What follows belongs to an exercise in optimizing a design on an open flow for small area; a production flow would make more cautious choices. In this exercise RTL edits were held to simulation tests only and were not proved equivalent to the original. Power and IR drop assume default switching activity.

## flow/config.mk

```make
export PLATFORM = sky130hd
export DESIGN_NAME = aqueduct_codec
export DESIGN_NICKNAME = aqueduct_codec
export VERILOG_FILES = /design/flow/design.v
export SDC_FILE = /design/flow/constraint.sdc
export NUM_CORES = 4
export LEC_CHECK = 0
export CAP_MARGIN = 20
export CORE_MARGIN = 2
export CORE_UTILIZATION = 40
export SLEW_MARGIN = 20
```

## flow/constraint.sdc

```tcl
create_clock -name core_clock -period 4.5 [get_ports {clk}]
set_input_delay 0.9000 -clock core_clock [delete_from_list [all_inputs] [get_ports {clk}]]
set_output_delay 0.9000 -clock core_clock [all_outputs]
set_load 0.01 [all_outputs]
```

## flow/design.v

```verilog
module pause_manager(
    input      clk_in,
    input      rst_in,
    input      pause_0_in,
    input      unpause_0_in,
    input      pause_unpause_0_in,
    output     inject_pause_out
);
    reg  pause_0_reg;
    reg  unpause_0_reg;
    wire set_pause_0;
    wire reset_pause_0;
    reg  pause_unpause_0_gen;
    reg  pause_unpause_0_reg;
    assign set_pause_0   = !pause_0_reg && pause_0_in;
    assign reset_pause_0 = !unpause_0_reg && unpause_0_in;
    always @(posedge clk_in) begin
        if(rst_in) begin
            pause_unpause_0_gen <= 1'b0;
            pause_0_reg         <= 1'b0;
            unpause_0_reg       <= 1'b0;
            pause_unpause_0_reg <= 1'b0;
        end
        else begin
            pause_0_reg   <= pause_0_in;
            unpause_0_reg <= unpause_0_in;
            case({set_pause_0,reset_pause_0})
                2'b00: pause_unpause_0_gen <= pause_unpause_0_gen;
                2'b01: pause_unpause_0_gen <= 1'b0;
                2'b10: pause_unpause_0_gen <= 1'b1;
                2'b11: pause_unpause_0_gen <= pause_unpause_0_gen;
            endcase
            pause_unpause_0_reg <= pause_unpause_0_in;
        end
    end
    assign inject_pause_out = pause_unpause_0_gen ||
                              pause_unpause_0_reg;
endmodule
module payload_encoder(
    input             clk_in,
    input             rst_in,
    input      [63:0] s_axis_tdata,
    input       [7:0] s_axis_tkeep,
    input       [7:0] s_axis_tuser,
    input       [7:0] s_axis_tdest,
    input             s_axis_tlast,
    input             s_axis_tvalid,
    output            s_axis_tready,
    input             inject_pause_in,
    input             pause_in,
    output reg [63:0] payload_out,
    output reg  [1:0] header_out
);
    localparam T_S1    = 8'h1e;
    localparam T_S2    = 8'h2d;
    localparam T_S3    = 8'h33;
    localparam T_S4    = 8'h4b;
    localparam T_S5    = 8'h55;
    localparam T_T0    = 8'h66;
    localparam T_T1    = 8'h78;
    localparam T_T2    = 8'h87;
    localparam T_T3    = 8'h99;
    localparam T_T4    = 8'haa;
    localparam T_T5    = 8'hb4;
    localparam T_T6    = 8'hcc;
    localparam T_T7    = 8'hd2;
    localparam T_IDLE  = 8'h00;
    localparam T_ERROR = 8'he1;
    localparam T_PAUSE = 8'hff;
    localparam H_DATA  = 2'b01;
    localparam H_CTRL  = 2'b10;
    wire [63:0] PAUSE   = {T_PAUSE,s_axis_tuser,{8{1'b0}},{32{1'b1}},{8{1'b0}}};
    wire [63:0] UNPAUSE = {T_PAUSE,s_axis_tuser,{8{1'b0}},{32{1'b0}},{8{1'b0}}};
    wire [63:0] IDLE    = {T_IDLE,{56{1'b0}}};
    wire       load_buf;
    wire       load_from_buf;
    reg [63:0] s_axis_tdata_reg;
    reg  [7:0] s_axis_tkeep_reg;
    reg  [7:0] s_axis_tuser_reg;
    reg  [7:0] s_axis_tdest_reg;
    reg        s_axis_tlast_reg;
    reg        s_axis_tvalid_reg;
    reg        s_axis_tready_reg;
    reg [63:0] s_axis_tdata_buf;
    reg  [7:0] s_axis_tkeep_buf;
    reg  [7:0] s_axis_tuser_buf;
    reg  [7:0] s_axis_tdest_buf;
    reg        s_axis_tlast_buf;
    reg        s_axis_tvalid_buf;
    reg        s_axis_tready_int;
    reg        inject_pause_reg;
    reg        pause_reg;
    wire       inject_pause;
    wire       inject_unpause;
    reg [23:0] tdata_temp;
    reg  [2:0] tkeep_temp;
    localparam START       = 3'b001;
    localparam SEND_MIDDLE = 3'b010;
    localparam SEND_LAST   = 3'b100;
    reg  [2:0] state;
    reg  [2:0] next_state;
    function [63:0] start_payload;
        input  [7:0] tkeep;
        input  [7:0] tuser;
        input  [7:0] tdest;
        input [63:0] tdata;
            case(tkeep)
                8'h80: start_payload = {T_S1,tuser,tdest,tdata[63:56],{32{1'b0}}};
                8'hc0: start_payload = {T_S2,tuser,tdest,tdata[63:48],{24{1'b0}}};
                8'he0: start_payload = {T_S3,tuser,tdest,tdata[63:40],{16{1'b0}}};
                8'hf0: start_payload = {T_S4,tuser,tdest,tdata[63:32],{8{1'b0}}};
                8'hf8: start_payload = {T_S5,tuser,tdest,tdata[63:24]};
                8'hfc: start_payload = {T_S5,tuser,tdest,tdata[63:24]};
                8'hfe: start_payload = {T_S5,tuser,tdest,tdata[63:24]};
                8'hff: start_payload = {T_S5,tuser,tdest,tdata[63:24]};
                default: start_payload = {T_ERROR,{56{1'b0}}};
            endcase
    endfunction
    function [63:0] end_payload;
        input  [7:0] tkeep;
        input [63:0] tdata;
            case(tkeep)
                8'h00: end_payload = {T_T0,{56{1'b0}}};
                8'h80: end_payload = {T_T1,tdata[63:56],{48{1'b0}}};
                8'hc0: end_payload = {T_T2,tdata[63:48],{40{1'b0}}};
                8'he0: end_payload = {T_T3,tdata[63:40],{32{1'b0}}};
                8'hf0: end_payload = {T_T4,tdata[63:32],{24{1'b0}}};
                8'hf8: end_payload = {T_T5,tdata[63:24],{16{1'b0}}};
                8'hfc: end_payload = {T_T6,tdata[63:16],{8{1'b0}}};
                8'hfe: end_payload = {T_T7,tdata[63:8]};
                default: end_payload = {T_ERROR,{56{1'b0}}};
            endcase
    endfunction
    assign s_axis_tready  = s_axis_tready_reg;
    assign inject_pause   = !inject_pause_reg && inject_pause_in;
    assign inject_unpause = inject_pause_reg && !inject_pause_in;
    assign load_buf       = s_axis_tready_reg && !s_axis_tready_int;
    assign load_from_buf  = !s_axis_tready_reg && s_axis_tready_int;
    always @(*) begin
        s_axis_tready_int = 1'b1;
        header_out        = H_CTRL;
        payload_out       = IDLE;
        next_state        = state;
        if(inject_pause || inject_unpause) begin
            s_axis_tready_int = 1'b0;
            header_out        = H_CTRL;
            payload_out       = inject_pause_in ? PAUSE : UNPAUSE;
        end
        else if(pause_in) begin
            s_axis_tready_int = 1'b0;
            header_out        = H_CTRL;
            payload_out       = IDLE;
        end
        else begin
            case(state)
                START: begin
                    if(s_axis_tvalid_reg) begin
                        header_out  = H_CTRL;
                        payload_out = start_payload(s_axis_tkeep_reg,s_axis_tuser_reg,s_axis_tdest_reg,s_axis_tdata_reg);
                        next_state  = s_axis_tkeep_reg[3] ? (s_axis_tlast_reg ? SEND_LAST : SEND_MIDDLE) : START;
                    end
                    else begin
                        header_out  = H_CTRL;
                        payload_out = IDLE;
                        next_state  = START;
                    end
                end
                SEND_MIDDLE: begin
                    if(s_axis_tvalid_reg) begin
                        if(s_axis_tlast_reg) begin
                            if(s_axis_tkeep_reg[3]) begin
                                header_out  = H_DATA;
                                payload_out = {tdata_temp,s_axis_tdata_reg[63:24]};
                                next_state  = SEND_LAST;
                            end
                            else begin
                                header_out  = H_CTRL;
                                payload_out = end_payload({tkeep_temp,s_axis_tkeep_reg[7:3]},{tdata_temp,s_axis_tdata_reg[63:24]});
                                next_state  = s_axis_tkeep_reg[4] ? SEND_LAST : START;
                            end
                        end
                        else begin
                            header_out  = H_DATA;
                            payload_out = {tdata_temp,s_axis_tdata_reg[63:24]};
                            next_state  = SEND_MIDDLE;
                        end
                    end
                    else begin
                        header_out  = H_CTRL;
                        payload_out = IDLE;
                        next_state  = SEND_MIDDLE;
                    end
                end
                SEND_LAST: begin
                    s_axis_tready_int = 1'b0;
                    header_out        = H_CTRL;
                    payload_out       = end_payload({tkeep_temp,{5{1'b0}}},{tdata_temp,{40{1'b0}}});
                    next_state        = START;
                end
            endcase
        end
    end
    always @(posedge clk_in) begin
        if(load_from_buf)begin
            s_axis_tdata_reg  <= s_axis_tdata_buf;
            s_axis_tkeep_reg  <= s_axis_tkeep_buf;
            s_axis_tuser_reg  <= s_axis_tuser_buf;
            s_axis_tdest_reg  <= s_axis_tdest_buf;
            s_axis_tlast_reg  <= s_axis_tlast_buf;
            s_axis_tvalid_reg <= s_axis_tvalid_buf;
        end
        else if(!s_axis_tready_int) begin
            s_axis_tdata_reg  <= s_axis_tdata_reg;
            s_axis_tkeep_reg  <= s_axis_tkeep_reg;
            s_axis_tuser_reg  <= s_axis_tuser_reg;
            s_axis_tdest_reg  <= s_axis_tdest_reg;
            s_axis_tlast_reg  <= s_axis_tlast_reg;
            s_axis_tvalid_reg <= s_axis_tvalid_reg;
        end
        else begin
            s_axis_tdata_reg  <= s_axis_tdata;
            s_axis_tkeep_reg  <= s_axis_tkeep;
            s_axis_tuser_reg  <= s_axis_tuser;
            s_axis_tdest_reg  <= s_axis_tdest;
            s_axis_tlast_reg  <= s_axis_tlast;
            s_axis_tvalid_reg <= s_axis_tvalid;
        end
        s_axis_tready_reg <= s_axis_tready_int;
    end
    always @(posedge clk_in) begin
        if(rst_in) begin
            s_axis_tdata_buf  <= {64{1'b0}};
            s_axis_tkeep_buf  <= {8{1'b0}};
            s_axis_tuser_buf  <= {8{1'b0}};
            s_axis_tdest_buf  <= {8{1'b0}};
            s_axis_tlast_buf  <= {8{1'b0}};
            s_axis_tvalid_buf <= 1'b0;
        end
        else if(load_buf)begin
            s_axis_tdata_buf  <= s_axis_tdata;
            s_axis_tkeep_buf  <= s_axis_tkeep;
            s_axis_tuser_buf  <= s_axis_tuser;
            s_axis_tdest_buf  <= s_axis_tdest;
            s_axis_tlast_buf  <= s_axis_tlast;
            s_axis_tvalid_buf <= s_axis_tvalid;
        end
    end
    always @(posedge clk_in) begin
        if(rst_in) begin
            inject_pause_reg <= 1'b0;
            pause_reg        <= 1'b0;
        end
        else begin
            inject_pause_reg <= inject_pause_in;
            pause_reg        <= pause_in;
        end
    end
    always @(posedge clk_in) begin
        if(rst_in) begin
            tdata_temp <= {24{1'b0}};
            tkeep_temp <= {3{1'b0}};
        end
        else if(s_axis_tvalid_reg) begin
            tdata_temp <= s_axis_tdata_reg[23:0];
            tkeep_temp <= s_axis_tkeep_reg[2:0];
        end
    end
    always @(posedge clk_in) begin
        if(rst_in) state <= START;
        else    state <= next_state;
    end
endmodule
module payload_manager(
    input  [63:0] payload_in,
    input   [1:0] header_in,
    output [63:0] payload_out,
    output  [1:0] header_out,
    output        valid_out
);
    localparam H_CTRL = 2'b10;
    localparam T_IDLE = 8'h00;
    assign valid_out = !(header_in == H_CTRL && payload_in[63:56] == T_IDLE);
    assign header_out = header_in;
    assign payload_out = payload_in;
endmodule
module payload_decoder(
    input             clk_in,
    input             rst_in,
    input      [63:0] payload_in,
    input       [1:0] header_in,
    input             valid_in,
    output     [63:0] m_axis_tdata,
    output      [7:0] m_axis_tkeep,
    output      [7:0] m_axis_tuser,
    output      [7:0] m_axis_tdest,
    output            m_axis_tlast,
    output            m_axis_tvalid,
    output            m_error,
    output            pause_out,
    output            unpause_out,
    output      [7:0] pause_src_out
);
    reg [63:0] payload_reg;
    reg  [1:0] header_reg;
    reg        valid_reg;
    reg [63:0] m_axis_tdata_reg;
    reg  [7:0] m_axis_tkeep_reg;
    reg  [7:0] m_axis_tuser_reg;
    reg  [7:0] m_axis_tdest_reg;
    reg        m_axis_tlast_reg;
    reg        m_axis_tvalid_reg;
    reg        m_error_reg;
    reg        pause_reg;
    reg        unpause_reg;
    reg  [7:0] pause_src_reg;
    reg [63:0] m_axis_tdata_int;
    reg  [7:0] m_axis_tkeep_int;
    reg  [7:0] m_axis_tuser_int;
    reg  [7:0] m_axis_tdest_int;
    reg        m_axis_tlast_int;
    reg        m_axis_tvalid_int;
    reg        m_error_int;
    reg        pause_int;
    reg        unpause_int;
    reg  [7:0] pause_src_int;
    reg        load_buf;
    localparam T_S1    = 8'h1e;
    localparam T_S2    = 8'h2d;
    localparam T_S3    = 8'h33;
    localparam T_S4    = 8'h4b;
    localparam T_S5    = 8'h55;
    localparam T_T0    = 8'h66;
    localparam T_T1    = 8'h78;
    localparam T_T2    = 8'h87;
    localparam T_T3    = 8'h99;
    localparam T_T4    = 8'haa;
    localparam T_T5    = 8'hb4;
    localparam T_T6    = 8'hcc;
    localparam T_T7    = 8'hd2;
    localparam T_IDLE  = 8'h00;
    localparam T_ERROR = 8'he1;
    localparam T_PAUSE = 8'hff;
    localparam H_DATA  = 2'b01;
    localparam H_CTRL  = 2'b10;
    localparam START       = 4'b0001;
    localparam SEND_MIDDLE = 4'b0010;
    localparam SEND_LAST   = 4'b0100;
    localparam END         = 4'b1000;
    reg  [3:0] state;
    reg  [3:0] next_state;
    assign m_axis_tdata  = m_axis_tdata_reg;
    assign m_axis_tkeep  = m_axis_tkeep_reg;
    assign m_axis_tuser  = m_axis_tuser_reg;
    assign m_axis_tdest  = m_axis_tdest_reg;
    assign m_axis_tlast  = m_axis_tlast_reg;
    assign m_axis_tvalid = m_axis_tvalid_reg;
    assign m_error       = m_error_reg;
    assign pause_out     = pause_reg;
    assign unpause_out   = unpause_reg;
    assign pause_src_out = pause_src_reg;
    always @(*) begin
        load_buf          = 1'b1;
        m_axis_tdata_int  = {64{1'b0}};
        m_axis_tkeep_int  = {8{1'b0}};
        m_axis_tuser_int  = m_axis_tuser_reg;
        m_axis_tdest_int  = m_axis_tdest_reg;
        m_axis_tlast_int  = 1'b0;
        m_axis_tvalid_int = 1'b0;
        m_error_int       = 1'b0;
        pause_int         = 1'b0;
        unpause_int       = 1'b0;
        pause_src_int     = {8{1'b0}};
        next_state        = state;
        if(valid_reg) begin
            if(header_reg == H_CTRL && (payload_reg[63:56] == T_PAUSE || payload_reg[63:56] == T_IDLE)) begin
                case(payload_reg[63:56])
                    T_PAUSE: begin
                        pause_int     = &payload_reg[39:8];
                        unpause_int   = !(&payload_reg[39:8]);
                        pause_src_int = payload_reg[55:48];
                    end
                    T_IDLE: begin
                        ;  
                    end
                endcase
            end
            else begin
                case(state)
                    START: begin
                        case({header_reg,payload_reg[63:56]})
                            {H_CTRL,T_ERROR}: begin
                                m_error_int       = 1'b1;
                                next_state        = START;
                            end
                            {H_CTRL,T_S1}: begin
                                m_axis_tdata_int  = {payload_reg[39:32],{56{1'b0}}};
                                m_axis_tkeep_int  = 8'h80;
                                m_axis_tuser_int  = payload_reg[55:48];
                                m_axis_tdest_int  = payload_reg[47:40];
                                m_axis_tlast_int  = 1'b1;
                                m_axis_tvalid_int = 1'b1;
                                next_state        = START;
                            end
                            {H_CTRL,T_S2}: begin
                                m_axis_tdata_int  = {payload_reg[39:24],{48{1'b0}}};
                                m_axis_tkeep_int  = 8'hc0;
                                m_axis_tuser_int  = payload_reg[55:48];
                                m_axis_tdest_int  = payload_reg[47:40];
                                m_axis_tlast_int  = 1'b1;
                                m_axis_tvalid_int = 1'b1;
                                next_state        = START;
                            end
                            {H_CTRL,T_S3}: begin
                                m_axis_tdata_int  = {payload_reg[39:16],{40{1'b0}}};
                                m_axis_tkeep_int  = 8'he0;
                                m_axis_tuser_int  = payload_reg[55:48];
                                m_axis_tdest_int  = payload_reg[47:40];
                                m_axis_tlast_int  = 1'b1;
                                m_axis_tvalid_int = 1'b1;
                                next_state        = START;
                            end
                            {H_CTRL,T_S4}: begin
                                m_axis_tdata_int  = {payload_reg[39:8],{32{1'b0}}};
                                m_axis_tkeep_int  = 8'hf0;
                                m_axis_tuser_int  = payload_reg[55:48];
                                m_axis_tdest_int  = payload_reg[47:40];
                                m_axis_tlast_int  = 1'b1;
                                m_axis_tvalid_int = 1'b1;
                                next_state        = START;
                            end
                            {H_CTRL,T_S5}: begin
                                if(valid_in) begin
                                    if(header_in == H_DATA) begin
                                        m_axis_tdata_int  = {payload_reg[39:0],payload_in[63:40]};
                                        m_axis_tkeep_int  = 8'hff;
                                        m_axis_tuser_int  = payload_reg[55:48];
                                        m_axis_tdest_int  = payload_reg[47:40];
                                        m_axis_tlast_int  = 1'b0;
                                        m_axis_tvalid_int = 1'b1;
                                        next_state        = SEND_MIDDLE;
                                    end
                                    else begin
                                        case({header_in,payload_in[63:56]})
                                            {H_CTRL,T_ERROR}: begin
                                                m_error_int       = 1'b1;
                                                next_state        = START;
                                            end
                                            {H_CTRL,T_PAUSE}: begin
                                                load_buf          = 1'b0;
                                                pause_int         = &payload_in[39:8];
                                                unpause_int       = !(&payload_in[39:8]);
                                                pause_src_int     = payload_in[55:48];
                                                next_state        = START;
                                            end
                                            {H_CTRL,T_IDLE}: begin
                                                load_buf          = 1'b0;
                                                next_state        = START;
                                            end
                                            {H_CTRL,T_T0}: begin
                                                m_axis_tdata_int  = {payload_reg[39:0],{24{1'b0}}};
                                                m_axis_tkeep_int  = 8'hf8;
                                                m_axis_tuser_int  = payload_reg[55:48];
                                                m_axis_tdest_int  = payload_reg[47:40];
                                                m_axis_tlast_int  = 1'b1;
                                                m_axis_tvalid_int = 1'b1;
                                                next_state        = END;
                                            end
                                            {H_CTRL,T_T1}: begin
                                                m_axis_tdata_int  = {payload_reg[39:0],payload_in[55:48],{16{1'b0}}};
                                                m_axis_tkeep_int  = 8'hfc;
                                                m_axis_tuser_int  = payload_reg[55:48];
                                                m_axis_tdest_int  = payload_reg[47:40];
                                                m_axis_tlast_int  = 1'b1;
                                                m_axis_tvalid_int = 1'b1;
                                                next_state        = END;
                                            end
                                            {H_CTRL,T_T2}: begin
                                                m_axis_tdata_int  = {payload_reg[39:0],payload_in[55:40],{8{1'b0}}};
                                                m_axis_tkeep_int  = 8'hfe;
                                                m_axis_tuser_int  = payload_reg[55:48];
                                                m_axis_tdest_int  = payload_reg[47:40];
                                                m_axis_tlast_int  = 1'b1;
                                                m_axis_tvalid_int = 1'b1;
                                                next_state        = END;
                                            end
                                            {H_CTRL,T_T3}: begin
                                                m_axis_tdata_int  = {payload_reg[39:0],payload_in[55:32]};
                                                m_axis_tkeep_int  = 8'hff;
                                                m_axis_tuser_int  = payload_reg[55:48];
                                                m_axis_tdest_int  = payload_reg[47:40];
                                                m_axis_tlast_int  = 1'b1;
                                                m_axis_tvalid_int = 1'b1;
                                                next_state        = END;
                                            end
                                            {H_CTRL,T_T4}: begin
                                                m_axis_tdata_int  = {payload_reg[39:0],payload_in[55:32]};
                                                m_axis_tkeep_int  = 8'hff;
                                                m_axis_tuser_int  = payload_reg[55:48];
                                                m_axis_tdest_int  = payload_reg[47:40];
                                                m_axis_tlast_int  = 1'b0;
                                                m_axis_tvalid_int = 1'b1;
                                                next_state        = SEND_LAST;
                                            end
                                            {H_CTRL,T_T5}: begin
                                                m_axis_tdata_int  = {payload_reg[39:0],payload_in[55:32]};
                                                m_axis_tkeep_int  = 8'hff;
                                                m_axis_tuser_int  = payload_reg[55:48];
                                                m_axis_tdest_int  = payload_reg[47:40];
                                                m_axis_tlast_int  = 1'b0;
                                                m_axis_tvalid_int = 1'b1;
                                                next_state        = SEND_LAST;
                                            end
                                            {H_CTRL,T_T6}: begin
                                                m_axis_tdata_int  = {payload_reg[39:0],payload_in[55:32]};
                                                m_axis_tkeep_int  = 8'hff;
                                                m_axis_tuser_int  = payload_reg[55:48];
                                                m_axis_tdest_int  = payload_reg[47:40];
                                                m_axis_tlast_int  = 1'b0;
                                                m_axis_tvalid_int = 1'b1;
                                                next_state        = SEND_LAST;
                                            end
                                            {H_CTRL,T_T7}: begin
                                                m_axis_tdata_int  = {payload_reg[39:0],payload_in[55:32]};
                                                m_axis_tkeep_int  = 8'hff;
                                                m_axis_tuser_int  = payload_reg[55:48];
                                                m_axis_tdest_int  = payload_reg[47:40];
                                                m_axis_tlast_int  = 1'b0;
                                                m_axis_tvalid_int = 1'b1;
                                                next_state        = SEND_LAST;
                                            end
                                            default: begin
                                                m_error_int = 1'b1;
                                                next_state  = START;
                                            end
                                        endcase
                                    end
                                end
                                else begin
                                    load_buf   = 1'b0;
                                    next_state = START;
                                end
                            end
                            default: begin
                                m_error_int = 1'b1;
                                next_state  = START;
                            end
                        endcase
                    end
                    SEND_MIDDLE: begin
                        if(valid_in) begin
                            if(header_in == H_DATA) begin
                                m_axis_tdata_int  = {payload_reg[39:0],payload_in[63:40]};
                                m_axis_tkeep_int  = 8'hff;
                                m_axis_tuser_int  = payload_reg[55:48];
                                m_axis_tdest_int  = payload_reg[47:40];
                                m_axis_tlast_int  = 1'b0;
                                m_axis_tvalid_int = 1'b1;
                                next_state        = SEND_MIDDLE;
                            end
                            else begin
                                case({header_in,payload_in[63:56]})
                                    {H_CTRL,T_ERROR}: begin
                                        m_error_int       = 1'b1;
                                        next_state        = START;
                                    end
                                    {H_CTRL,T_PAUSE}: begin
                                        load_buf          = 1'b0;
                                        pause_int         = &payload_in[39:8];
                                        unpause_int       = !(&payload_in[39:8]);
                                        pause_src_int     = payload_in[55:48];
                                        next_state        = SEND_MIDDLE;
                                    end
                                    {H_CTRL,T_IDLE}: begin
                                        load_buf          = 1'b0;
                                        next_state        = SEND_MIDDLE;
                                    end
                                    {H_CTRL,T_T0}: begin
                                        m_axis_tdata_int  = {payload_reg[39:0],{24{1'b0}}};
                                        m_axis_tkeep_int  = 8'hf8;
                                        m_axis_tlast_int  = 1'b1;
                                        m_axis_tvalid_int = 1'b1;
                                        next_state        = END;
                                    end
                                    {H_CTRL,T_T1}: begin
                                        m_axis_tdata_int  = {payload_reg[39:0],payload_in[55:48],{16{1'b0}}};
                                        m_axis_tkeep_int  = 8'hfc;
                                        m_axis_tlast_int  = 1'b1;
                                        m_axis_tvalid_int = 1'b1;
                                        next_state        = END;
                                    end
                                    {H_CTRL,T_T2}: begin
                                        m_axis_tdata_int  = {payload_reg[39:0],payload_in[55:40],{8{1'b0}}};
                                        m_axis_tkeep_int  = 8'hfe;
                                        m_axis_tlast_int  = 1'b1;
                                        m_axis_tvalid_int = 1'b1;
                                        next_state        = END;
                                    end
                                    {H_CTRL,T_T3}: begin
                                        m_axis_tdata_int  = {payload_reg[39:0],payload_in[55:32]};
                                        m_axis_tkeep_int  = 8'hff;
                                        m_axis_tlast_int  = 1'b1;
                                        m_axis_tvalid_int = 1'b1;
                                        next_state        = END;
                                    end
                                    {H_CTRL,T_T4}: begin
                                        m_axis_tdata_int  = {payload_reg[39:0],payload_in[55:32]};
                                        m_axis_tkeep_int  = 8'hff;
                                        m_axis_tlast_int  = 1'b0;
                                        m_axis_tvalid_int = 1'b1;
                                        next_state        = SEND_LAST;
                                    end
                                    {H_CTRL,T_T5}: begin
                                        m_axis_tdata_int  = {payload_reg[39:0],payload_in[55:32]};
                                        m_axis_tkeep_int  = 8'hff;
                                        m_axis_tlast_int  = 1'b0;
                                        m_axis_tvalid_int = 1'b1;
                                        next_state        = SEND_LAST;
                                    end
                                    {H_CTRL,T_T6}: begin
                                        m_axis_tdata_int  = {payload_reg[39:0],payload_in[55:32]};
                                        m_axis_tkeep_int  = 8'hff;
                                        m_axis_tlast_int  = 1'b0;
                                        m_axis_tvalid_int = 1'b1;
                                        next_state        = SEND_LAST;
                                    end
                                    {H_CTRL,T_T7}: begin
                                        m_axis_tdata_int  = {payload_reg[39:0],payload_in[55:32]};
                                        m_axis_tkeep_int  = 8'hff;
                                        m_axis_tlast_int  = 1'b0;
                                        m_axis_tvalid_int = 1'b1;
                                        next_state        = SEND_LAST;
                                    end
                                    default: begin
                                        m_error_int = 1'b1;
                                        next_state  = START;
                                    end
                                endcase
                            end
                        end
                        else begin
                            load_buf   = 1'b0;
                            next_state = SEND_MIDDLE;
                        end
                    end
                    SEND_LAST: begin
                        case({header_reg,payload_reg[63:56]})
                            {H_CTRL,T_T4}: begin
                                m_axis_tdata_int  = {payload_reg[31:24],{56{1'b0}}};
                                m_axis_tkeep_int  = 8'h80;
                                m_axis_tlast_int  = 1'b1;
                                m_axis_tvalid_int = 1'b1;
                                next_state        = START;
                            end
                            {H_CTRL,T_T5}: begin
                                m_axis_tdata_int  = {payload_reg[31:16],{48{1'b0}}};
                                m_axis_tkeep_int  = 8'hc0;
                                m_axis_tlast_int  = 1'b1;
                                m_axis_tvalid_int = 1'b1;
                                next_state        = START;
                            end
                            {H_CTRL,T_T6}: begin
                                m_axis_tdata_int  = {payload_reg[31:8],{40{1'b0}}};
                                m_axis_tkeep_int  = 8'he0;
                                m_axis_tlast_int  = 1'b1;
                                m_axis_tvalid_int = 1'b1;
                                next_state        = START;
                            end
                            {H_CTRL,T_T7}: begin
                                if(valid_in) begin
                                    case({header_in,payload_in[63:56]})
                                        {H_CTRL,T_ERROR}: begin
                                            m_error_int       = 1'b1;
                                            next_state        = START;
                                        end
                                        {H_CTRL,T_PAUSE}: begin
                                            load_buf          = 1'b0;
                                            pause_int         = &payload_in[39:8];
                                            unpause_int       = !(&payload_in[39:8]);
                                            pause_src_int     = payload_in[55:48];
                                            next_state        = SEND_LAST;
                                        end
                                        {H_CTRL,T_IDLE}: begin
                                            load_buf          = 1'b0;
                                            next_state        = SEND_LAST;
                                        end
                                        {H_CTRL,T_T0}: begin
                                            m_axis_tdata_int  = {payload_reg[31:0],{32{1'b0}}};
                                            m_axis_tkeep_int  = 8'hf0;
                                            m_axis_tlast_int  = 1'b1;
                                            m_axis_tvalid_int = 1'b1;
                                            next_state        = END;
                                        end
                                        default: begin
                                            m_error_int = 1'b1;
                                            next_state  = START;
                                        end
                                    endcase
                                end
                                else begin
                                    load_buf   = 1'b0;
                                    next_state = SEND_LAST;
                                end
                            end
                            default: begin
                                m_error_int = 1'b1;
                                next_state  = START;
                            end
                        endcase
                    end
                    END: begin
                        m_axis_tvalid_int = 1'b0;
                        next_state        = START;
                    end
                endcase
            end
        end
    end
    always @(posedge clk_in) begin
        if(rst_in) begin
            m_axis_tdata_reg  <= {64{1'b0}};
            m_axis_tkeep_reg  <= {8{1'b0}};
            m_axis_tuser_reg  <= {8{1'b0}};
            m_axis_tdest_reg  <= {8{1'b0}};
            m_axis_tlast_reg  <= {8{1'b0}};
            m_axis_tvalid_reg <= 1'b0;
            m_error_reg       <= 1'b0;
        end
        else begin
            m_axis_tdata_reg  <= m_axis_tdata_int;
            m_axis_tkeep_reg  <= m_axis_tkeep_int;
            m_axis_tuser_reg  <= m_axis_tuser_int;
            m_axis_tdest_reg  <= m_axis_tdest_int;
            m_axis_tlast_reg  <= m_axis_tlast_int;
            m_axis_tvalid_reg <= m_axis_tvalid_int;
            m_error_reg       <= m_error_int;
        end
    end
    always @(posedge clk_in) begin
        if(rst_in) begin
            payload_reg <= {64{1'b0}};
            header_reg  <= {2{1'b0}};
            valid_reg   <= 1'b0;
        end
        else if(load_buf) begin
            payload_reg <= payload_in;
            header_reg  <= header_in;
            valid_reg   <= valid_in;
        end
    end
    always @(posedge clk_in) begin
        if(rst_in) begin
            pause_reg     <= 1'b0;
            unpause_reg   <= 1'b0;
            pause_src_reg <= {8{1'b0}};
        end
        else begin
            pause_reg     <= pause_int;
            unpause_reg   <= unpause_int;
            pause_src_reg <= pause_src_int;
        end
    end
    always @(posedge clk_in) begin
        if(rst_in) state <= START;
        else       state <= next_state;
    end
endmodule
module aqueduct_codec(
    input         clk,
    input         rst,
    input  [63:0] s_axis_tdata,
    input   [7:0] s_axis_tkeep,
    input   [7:0] s_axis_tuser,
    input   [7:0] s_axis_tdest,
    input         s_axis_tlast,
    input         s_axis_tvalid,
    output        s_axis_tready,
    input         s_pause,
    input         s_send_pause,
    input         rx_almost_full,
    input         rx_almost_empty,
    output [63:0] tx_payload,
    output  [1:0] tx_header,
    input  [63:0] rx_payload,
    input   [1:0] rx_header,
    input         rx_valid,
    output [63:0] m_axis_tdata,
    output  [7:0] m_axis_tkeep,
    output  [7:0] m_axis_tuser,
    output  [7:0] m_axis_tdest,
    output        m_axis_tlast,
    output        m_axis_tvalid,
    output        m_error,
    output        m_pause,
    output        m_unpause,
    output  [7:0] m_pause_src
);
    wire        inject_pause;
    wire [63:0] rx_pm_payload;
    wire  [1:0] rx_pm_header;
    wire        rx_pm_valid;
    pause_manager pause_manager_inst(
        .clk_in(clk),
        .rst_in(rst),
        .pause_0_in(rx_almost_full),
        .unpause_0_in(rx_almost_empty),
        .pause_unpause_0_in(s_send_pause),
        .inject_pause_out(inject_pause)
    );
    payload_encoder payload_encoder_inst(
        .clk_in(clk),
        .rst_in(rst),
        .s_axis_tdata(s_axis_tdata),
        .s_axis_tkeep(s_axis_tkeep),
        .s_axis_tuser(s_axis_tuser),
        .s_axis_tdest(s_axis_tdest),
        .s_axis_tlast(s_axis_tlast),
        .s_axis_tvalid(s_axis_tvalid),
        .s_axis_tready(s_axis_tready),
        .inject_pause_in(inject_pause),
        .pause_in(s_pause),
        .payload_out(tx_payload),
        .header_out(tx_header)
    );
    payload_manager payload_manager_inst(
        .payload_in(rx_payload),
        .header_in(rx_header),
        .payload_out(rx_pm_payload),
        .header_out(rx_pm_header),
        .valid_out(rx_pm_valid)
    );
    payload_decoder payload_decoder_inst(
        .clk_in(clk),
        .rst_in(rst),
        .payload_in(rx_pm_payload),
        .header_in(rx_pm_header),
        .valid_in(rx_valid && rx_pm_valid),
        .m_axis_tdata(m_axis_tdata),
        .m_axis_tkeep(m_axis_tkeep),
        .m_axis_tuser(m_axis_tuser),
        .m_axis_tdest(m_axis_tdest),
        .m_axis_tlast(m_axis_tlast),
        .m_axis_tvalid(m_axis_tvalid),
        .m_error(m_error),
        .pause_out(m_pause),
        .unpause_out(m_unpause),
        .pause_src_out(m_pause_src)
    );
endmodule
```

## flow/run.sh

```bash
#!/bin/bash
# synth_recipe.tcl (not shown) runs the flow's synth.tcl, then flattens the netlist and writes it again
# the make line also repeats each setting of config.mk as NAME=value (left out here)
make -C /OpenROAD-flow-scripts/flow DESIGN_CONFIG=/design/flow/config.mk WORK_HOME=/design/flow/orfs CLKGATE_MAP_FILE= SYNTH_SCRIPT=/design/flow/synth_recipe.tcl finish
```

==> run notes <==
layout by cell type (no fill, tap or decap), drive strengths merged, types with 48 or more instances in the layout:
cell type      instances
clkdlybuf4s50        328
nand2                399
edfxtp                90
clkbuf                59
nor2                 115
dfxtp                298
mux2                  90
buf                   49
a21oi                224
a221o                 48
layer usage:
layer / vias to the layer above / track usage (%) / part of all wire (%)
met4: 2 / 6.87 / 2.5
met5: - / 0 / 0.023
li1: 7042 / - / -
met2: 518 / 38.9 / 44
met1: 7180 / 35.2 / 45
met3: 99 / 6.82 / 8.0
cells by family (layout without fill, tap and decap cells):
group,Yosys count,count (layout)
and+or+nand+nor,693,693
xor gates and xnor gates,4,4
adders and majority gates,1,1
AOI/OAI and AO/OA,431,431
DFF,388,388
muxes,135,135
buffers and inverters,132,470
other,0,2
layout make-up:
class,count,area share (%)
antenna,2,0.0226
clock inverter,21,0.983
timing repair buffer,378,16.7
tap,532,3.01
multi-input combinational,1264,34.3
clock buffer,59,5.59
inverter,12,0.209
sequential,388,39.1
worst max-delay path by stage:
stage,to,slack [ns],cells after the start
final,tx_payload[60],0.13,7
after global routing,tx_payload[9],0.004,9
after CTS,tx_payload[35],-0.02,7
after detailed placement,tx_payload[54],0.11,8
after global placement,tx_payload[54],0.24,8
after floorplan,tx_payload[10],1.13,7
Yosys cell counts (4+ instances only):
cell type / number
o21bai_1: 5
buf_2: 13
a221o_1: 48
nand2_1: 399
or4_1: 6
a211oi_1: 8
a32o_1: 8
edfxtp_1: 90
mux2i_1: 45
nor3_1: 12
a21oi_1: 221
or2_2: 6
nand4_1: 22
nand2b_1: 9
a22o_1: 33
or3_1: 6
buf_6: 7
or4bb_1: 6
dfxtp_1: 298
a22oi_1: 18
nor2b_1: 9
nor4_1: 15
nand3_1: 24
clkbuf_1: 96
a31oi_1: 15
nor3b_1: 5
o21ai_0: 38
and2_1: 17
nor2_1: 113
nor4bb_1: 6
mux2_2: 90
and3_1: 14
or3b_2: 4
inv_1: 12
o21a_1: 4
repair_timing:
action / in CTS / in global routing
setup buffers: 4 / 8
setup endpoints to repair: 26 / 41
gates resized for setup: 6 / 8
pin swaps: 2 / 3
power breakdown:
| group | switching [mW] | internal [mW] |
|---|---|---|
| logic | 0.561 | 0.503 |
| registers | 0.180 | 3.79 |
| clock network | 1.47 | 2.12 |
worst max-delay path, stage by stage, from the launching register on:
cell	delay, ns
edfxtp_1	0.60
and3_1	0.36
nand2_1	0.13
nor3b_1	0.50
nor3_1	0.11
or3_1	0.37
a31oi_1	0.23
clkdlybuf4s50_1	0.59
per-stage QoR:
stage                     setup TNS (ns)  setup WS (ns)  power (mW)  instances
after floorplan                        0           1.13        4.55       1784
after global placement                 0          0.244        5.06       2561
after detailed placement               0          0.108        5.07       2561
after CTS                        -0.0301        -0.0229        8.68       2645
after global routing                   0        0.00398        8.96       2654
final                                  0          0.129        8.63       2656
==> run_results.csv <==
group,metric,value,unit
synthesis,ys_seq_elements,388,
outcome,status,"no timing/DRC/antenna violations",
grt,grt_pass1_wl,86600,µm
place,numPortBuffers,330,
pwr,max-vdd-ir-drop,250,µV
min_path,hold_class,"reg2reg",
floorplanning,rows,74,
synthesis,synth_xor_area_share,0.209,%
timing,fmax,229,MHz
flow_run,maxCapViolCount,0,
min_path,hold_end,"payload_decoder_inst.payload_reg[44]$_SDFFE_PP0P_",
synthesis,synth_compound_area_share,16.9,%
synthesis,synth_top_family_by_area,"simple AND/OR/NAND/NOR gates",
setup_path,timing.rr.start,"payload_decoder_inst.state[0]$_SDFFE_PP1P_",
drt,vias,14800,
clocking,cts_buffers,44,
synthesis,yosys.area.top_type,"dfxtp_1",
setup_path,ff2ff_setup_slack,1.46,ns
timing,setup_viol,0,
clocking,holdBufCountCts,0,
drt,finalWirelength,56600,µm
drt,drc_errors,0,
synthesis,synthMuxAreaShare,8.74,%
setup_path,end_kind,"output port",
timing,whs,0.450,ns
synthesis,synth_top_cell_area_share,35.6,%
setup_path,start_kind,"flip-flop",
timing,worst_pin_slew,1.01,ns
clocking,cts.path.max_buffers,3,
grt,antenna_found_initial,3,
floorplanning,fp.dieArea,43500,µm²
synthesis,ys_seq_area_share,51.8,%
min_path,min_from,"payload_decoder_inst.payload_reg[44]$_SDFFE_PP0P_",
finish,nFillCells,3785,
setup_path,crit_required,3.60,ns
place,placed_area,20500,µm²
floorplanning,ioPinCount,331,
grt,overflow,0,
synthesis,synth-adder-area-share,0.0747,%
finish,layout.nets,2252,
synthesis,synth_cell_types,73,
grt,grt_max_degree,213,
drt,vias_per_cell,5.59,
timing,clock_skew,0.0216,ns
timing,final_max_slew_viol_count,0,
clocking,htreeDepth,2,
clocking,clk-insertion-delay-late,0.58,ns
synthesis,syn_area_per_cell,9.38,µm²
clocking,cts_tree,"yes",
timing,slew_headroom,32.8,%
floorplanning,start_util,40.7,%
grt,gr-usage-all-layers,25.3,%
setup_path,r2r_cells,6,
finish,multi_input_comb_area,7600,µm²
setup_path,crit_type,"reg2out",
synthesis,syn_area,16700,µm²
setup_path,r2r-end,"payload_decoder_inst.m_axis_tdest_reg[1]$_SDFFE_PP0P_",
synthesis,synth_cells,1784,
min_path,min_delay_path_depth,2,
synthesis,synth_edf_count,90,
place,dp_hpwl,39900,µm
finish,regArea,8670,µm²
setup_path,worstPathMaxFanout,9,
finish,drive_gt1_share,11.9,%
synthesis,yosys.area_share.simple,18.9,%
floorplanning,die_x,209,µm
finish,postLayoutCellArea,22100,µm²
synthesis,synth.net_count,1948,
setup_path,cp.arrival,3.47,ns
floorplanning,core_area,41100,µm²
finish,final_core_utilization,53.9,%
pwr,power.density,390,nW/µm²
place,routabilityCongestion,0.973,
finish,area_growth,32.3,%
synthesis,ys_top_cells_by_area,"dfxtp_1, edfxtp_1, nand2_1, a21oi_1, mux2_2",
timing,rsz0062_at_grt,"false",
setup_path,cp-startpoint,"payload_encoder_inst.s_axis_tkeep_reg[6]$_DFFE_PP_",
clocking,cts.clk_slew.worst_paths,0.06,ns
drt,drt_iter0_drc,1248,
grt,first_global_vias,14400,
pwr,leakage,8.15,nW
drt,drtPass1Iterations,6,
synthesis,synth-warning-count,3,
timing,hold_viol,0,
timing,finalCritPeriodShare,97.1,%
drt,avgRoutedWirePerCell,21.3,µm
clocking,clockRootBuffer,"clkbuf_16",
timing,period_needed,4.37,ns
drt,ant_nets,0,
synthesis,dominantRegCellSynth,"dfxtp_1",
floorplanning,dieHeight,209,µm
synthesis,async_flop_share,0,%
clocking,cts_sinks,388,

what the ideal ports hide:
The flow's constraints put no driver on any port. The routed layout listed below was extracted and timed again, unchanged, in two steps. Step 1 assumes that a clkbuf_16 drives the clock port and a buf_2 every other input. Step 2 also shifts input and output timing later by t, the mid clock arrival at the registers, as if the neighbouring blocks saw the same clock. Three values: ideal ports, drivers, drivers and shift; two values: the first two.
t (ns): 0.625
setup WS [ns]: 0.129 / 0.070 / 0.230
worst register clock-pin slew, ns: 0.07 / 0.07
worst data-port slew with drivers (ns): 0.11
cell pins on the clock port's net: 1
After both steps this run still meets setup and hold. For this run, drivers alone change the setup slack by -0.059 ns; drivers and shift together by +0.101 ns.
